Background: an optimization exercise with open tools, aiming at small area and a short achievable clock period. Do not read the settings as production practice.
Function was checked by simulation only, so behaviour that the tests miss may differ from the original.

build 95:
## mul64_multi
module mul64_multi(input clk, input [63:0] A, B, output reg [127:0] Y, output done);
clock: 12.0 ns
lec_check: 0
cap_margin: 20
core_margin: 2
core_utilization: 65
slew_margin: 20
synth_hierarchical: 1
standard.sh (not shown) runs the stock make flow with config.mk's settings and CLKGATE_MAP_FILE= SYNTH_SCRIPT=/design/flow/synth_recipe.tcl, a recipe that flattens the netlist after the stock synthesis.
==> flow/flow/run.sh <==
#!/bin/bash
set -euo pipefail
K=(SETUP_SLACK_MARGIN=6.2 "BUFFER_PORTS_ARGS=-buffer_cell sky130_fd_sc_hd__buf_1")
bash standard.sh "${K[@]}" synth > flow_synth.log 2>&1
N=orfs/results/sky130hd/mul64_multi/base/1_2_yosys.v
sed -i -E 's/sky130_fd_sc_hd__(a21oi|o21ai|o22ai|a22oi|mux2|xnor2|xor2|nor4|nand4|and2b|and2)_[2-8] /sky130_fd_sc_hd__\1_1 /g' $N
bash standard.sh "${K[@]}" finish > flow_make.log 2>&1
Relative to build 95, the following input files were edited for build 78:
==> flow/flow/run.sh <==
#!/bin/bash
set -euo pipefail
K=(SETUP_SLACK_MARGIN=6.8 "BUFFER_PORTS_ARGS=-buffer_cell sky130_fd_sc_hd__buf_1")
bash standard.sh "${K[@]}" synth > flow_synth.log 2>&1
N=orfs/results/sky130hd/mul64_multi/base/1_2_yosys.v
sed -i -E 's/sky130_fd_sc_hd__(a21oi|o21ai|o22ai|a22oi|mux2|xnor2|xor2|nor4|nand4|and2b|and2)_[2-8] /sky130_fd_sc_hd__\1_1 /g' $N
bash standard.sh "${K[@]}" finish > flow_make.log 2>&1
-- flow/config.mk --
<<< build 95, line 8
export CAP_MARGIN = 20
export CORE_MARGIN = 2
export CORE_UTILIZATION = 65
export SLEW_MARGIN = 20
export SYNTH_HIERARCHICAL = 1
>>> build 78, line 8
export CAP_MARGIN = 20
export CORE_MARGIN = 2
export CORE_UTILIZATION = 70
export SLEW_MARGIN = 20
export SYNTH_HIERARCHICAL = 1
### Flow results
From build 95 to build 78 the numbers moved as follows: final cell area excluding filler cells shows an increase of 5.8%, met1 track demand over resource went up.
Fmax, build 78 and build 95: larger value in build 78
When the final numbers for build 78 and build 95 were put side by side, the die area turned out to be smaller in build 78.
Total stage count of the critical path for build 78 is higher than for build 95.
Relative to build 95, layout overhead on the synthesized area increased by 6.2 points in build 78.
Between build 78 and build 95, transition time at the pin with the least slew margin is lower for build 95, build 78 comes in above that.
Build 78 ends up with a final setup slack of the worst path that is 0.40 ns higher than in build 95.
Number of buffer and inverter instances along the worst setup path, build 78 and build 95: lower on build 95
Looking at cell with the largest stage delay on the worst path, the dfxtp_2 result is from build 95; the fa_1 one comes from build 78.
Compared with build 95, build 78 shows a clock buffer instance count of the final layout that is 2 lower.
The following lists how build 80 was set up differently from build 78:
==> flow/flow/run.sh <==
#!/bin/bash
set -euo pipefail
K=(SETUP_SLACK_MARGIN=7.0 "BUFFER_PORTS_ARGS=-buffer_cell sky130_fd_sc_hd__buf_1")
bash standard.sh "${K[@]}" synth > flow_synth.log 2>&1
N=orfs/results/sky130hd/mul64_multi/base/1_2_yosys.v
sed -i -E 's/sky130_fd_sc_hd__(a21oi|o21ai|o22ai|a22oi|mux2|xnor2|xor2|nor4|nand4|and2b|and2)_[2-8] /sky130_fd_sc_hd__\1_1 /g' $N
bash standard.sh "${K[@]}" finish > flow_make.log 2>&1
-- flow/config.mk --
<<< build 78, line 8
export CAP_MARGIN = 20
export CORE_MARGIN = 2
export CORE_UTILIZATION = 70
export SLEW_MARGIN = 20
export SYNTH_HIERARCHICAL = 1
>>> build 80, line 8
export CAP_MARGIN = 20
export CORE_MARGIN = 2
export CORE_UTILIZATION = 65
export SLEW_MARGIN = 20
export SYNTH_HIERARCHICAL = 1
## What came out
- Build 80 completed; timing, DRC and antenna clean
- On all-layer global routing usage, build 78 tracks build 80 almost exactly.
- The final cell utilization of the core number comes out lower for build 80 vs build 78.
- Where clock skew is concerned, build 78 is outperformed by build 80.
- Highest net fanout along the worst path in build 80 is 1 lower than in build 78
- Compared with build 78, build 80 ends up with a larger final cell area.
- Measured against build 80, the count of buffers not belonging to the clock network in the layout of build 78 comes out at 0.918 times the reference value.
- Compared with build 78, build 80 shows a higher worst setup slack.
Input changes introduced in build 22 (baseline for comparison: build 80):
==> flow/flow/run.sh <==
#!/bin/bash
set -euo pipefail
K=(SETUP_SLACK_MARGIN=6.4 "BUFFER_PORTS_ARGS=-buffer_cell sky130_fd_sc_hd__buf_1")
bash standard.sh "${K[@]}" synth > flow_synth.log 2>&1
N=orfs/results/sky130hd/mul64_multi/base/1_2_yosys.v
sed -i -E 's/sky130_fd_sc_hd__(a21oi|o21ai|o22ai|a22oi|mux2|xnor2|xor2|nor4|nand4|and2b|and2)_[2-8] /sky130_fd_sc_hd__\1_1 /g' $N
bash standard.sh "${K[@]}" finish > flow_make.log 2>&1
[summary]
Compared to build 80, the router laid down less metal wire for build 22. Fraction of layout instances using a drive strength above 1 down 12 points in build 22 wrt build 80.

---

## v6
Another version of the RTL of mul64_multi (not shown whole).
Size: about 3300 cells after synthesis, ~260 I/O pins, ~0.035 mm2 of cells after synthesis.
Settings: LEC_CHECK=0, CAP_MARGIN=20, CORE_MARGIN=2, CORE_UTILIZATION=70, CTS_BUF_LIST=sky130_fd_sc_hd__clkbuf_4 sky130_fd_sc_hd__clkbuf_8, SLEW_MARGIN=20, SYNTH_HIERARCHICAL=1; clock period 12.0 ns.
==> flow/flow/run.sh <==
#!/bin/bash
set -euo pipefail
bash standard.sh SETUP_SLACK_MARGIN=6.5 finish > flow_make.log 2>&1
v6 | stages: all done | timing, DRC, antenna: all pass
#### Input delta (v7 over v6)
Settings: CORE_UTILIZATION: 70 -> 60; CTS_BUF_LIST: sky130_fd_sc_hd__clkbuf_4 sky130_fd_sc_hd__clkbuf_8 -> unset.
### Flow results
Final routed wire length divided by cell count for v7 is lower than for v6.
Delta (v7 minus v6): area taken by flip-flops and latches closely matched the old numbers, total placed cells including tap cells increased by 100 relative to the old numbers, synthesized cell count closely matched the old numbers.
Delta (v7 minus v6): routed length on met3 fell by 21%, placed standard-cell area higher, effective utilization at floorplan decreased by 10 points relative to the old numbers, minimum setup slack in the final design now smaller.

## separate check: timing with driven ports
The results above use ideal ports. As a check the final layouts listed here were re-extracted and re-timed, cells and wires unchanged.
Step 1: set_driving_cell puts a clkbuf_16 on clk and a buf_2 on each other input, an assumption about the parent block.
Step 2 adds t to the input delays and takes it off the output delays; t is the mean of the earliest and latest rising clock arrival at the registers after step 1. Input paths then give back, and output paths get back, about the clock's delay inside the block.
a / b / c = no drivers / after step 1 / after step 2; a / b = the first two.
| run | t (ns) | slack for setup (ns) | worst register clock-pin slew, ns |
|---|---|---|---|
| build 95 | 0.641 | 6.232 / 6.232 / 5.987 | 0.07 / 0.07 |
| build 78 | 0.647 | 6.637 / 6.637 / 6.204 | 0.07 / 0.07 |
| build 80 | 0.653 | 6.723 / 6.723 / 6.508 | 0.07 / 0.07 |
| build 22 | 0.645 | 6.363 / 6.363 / 5.846 | 0.07 / 0.07 |
| v6 | 0.772 | 6.516 / 6.516 / 5.915 | 0.08 / 0.08 |
| v7 | 0.659 | 6.458 / 6.458 / 5.895 | 0.08 / 0.08 |
After both steps setup and hold are still met in every run listed. The setup slack of v6, which loses most, moves by 0.000 ns with the drivers and by -0.601 ns with both steps.
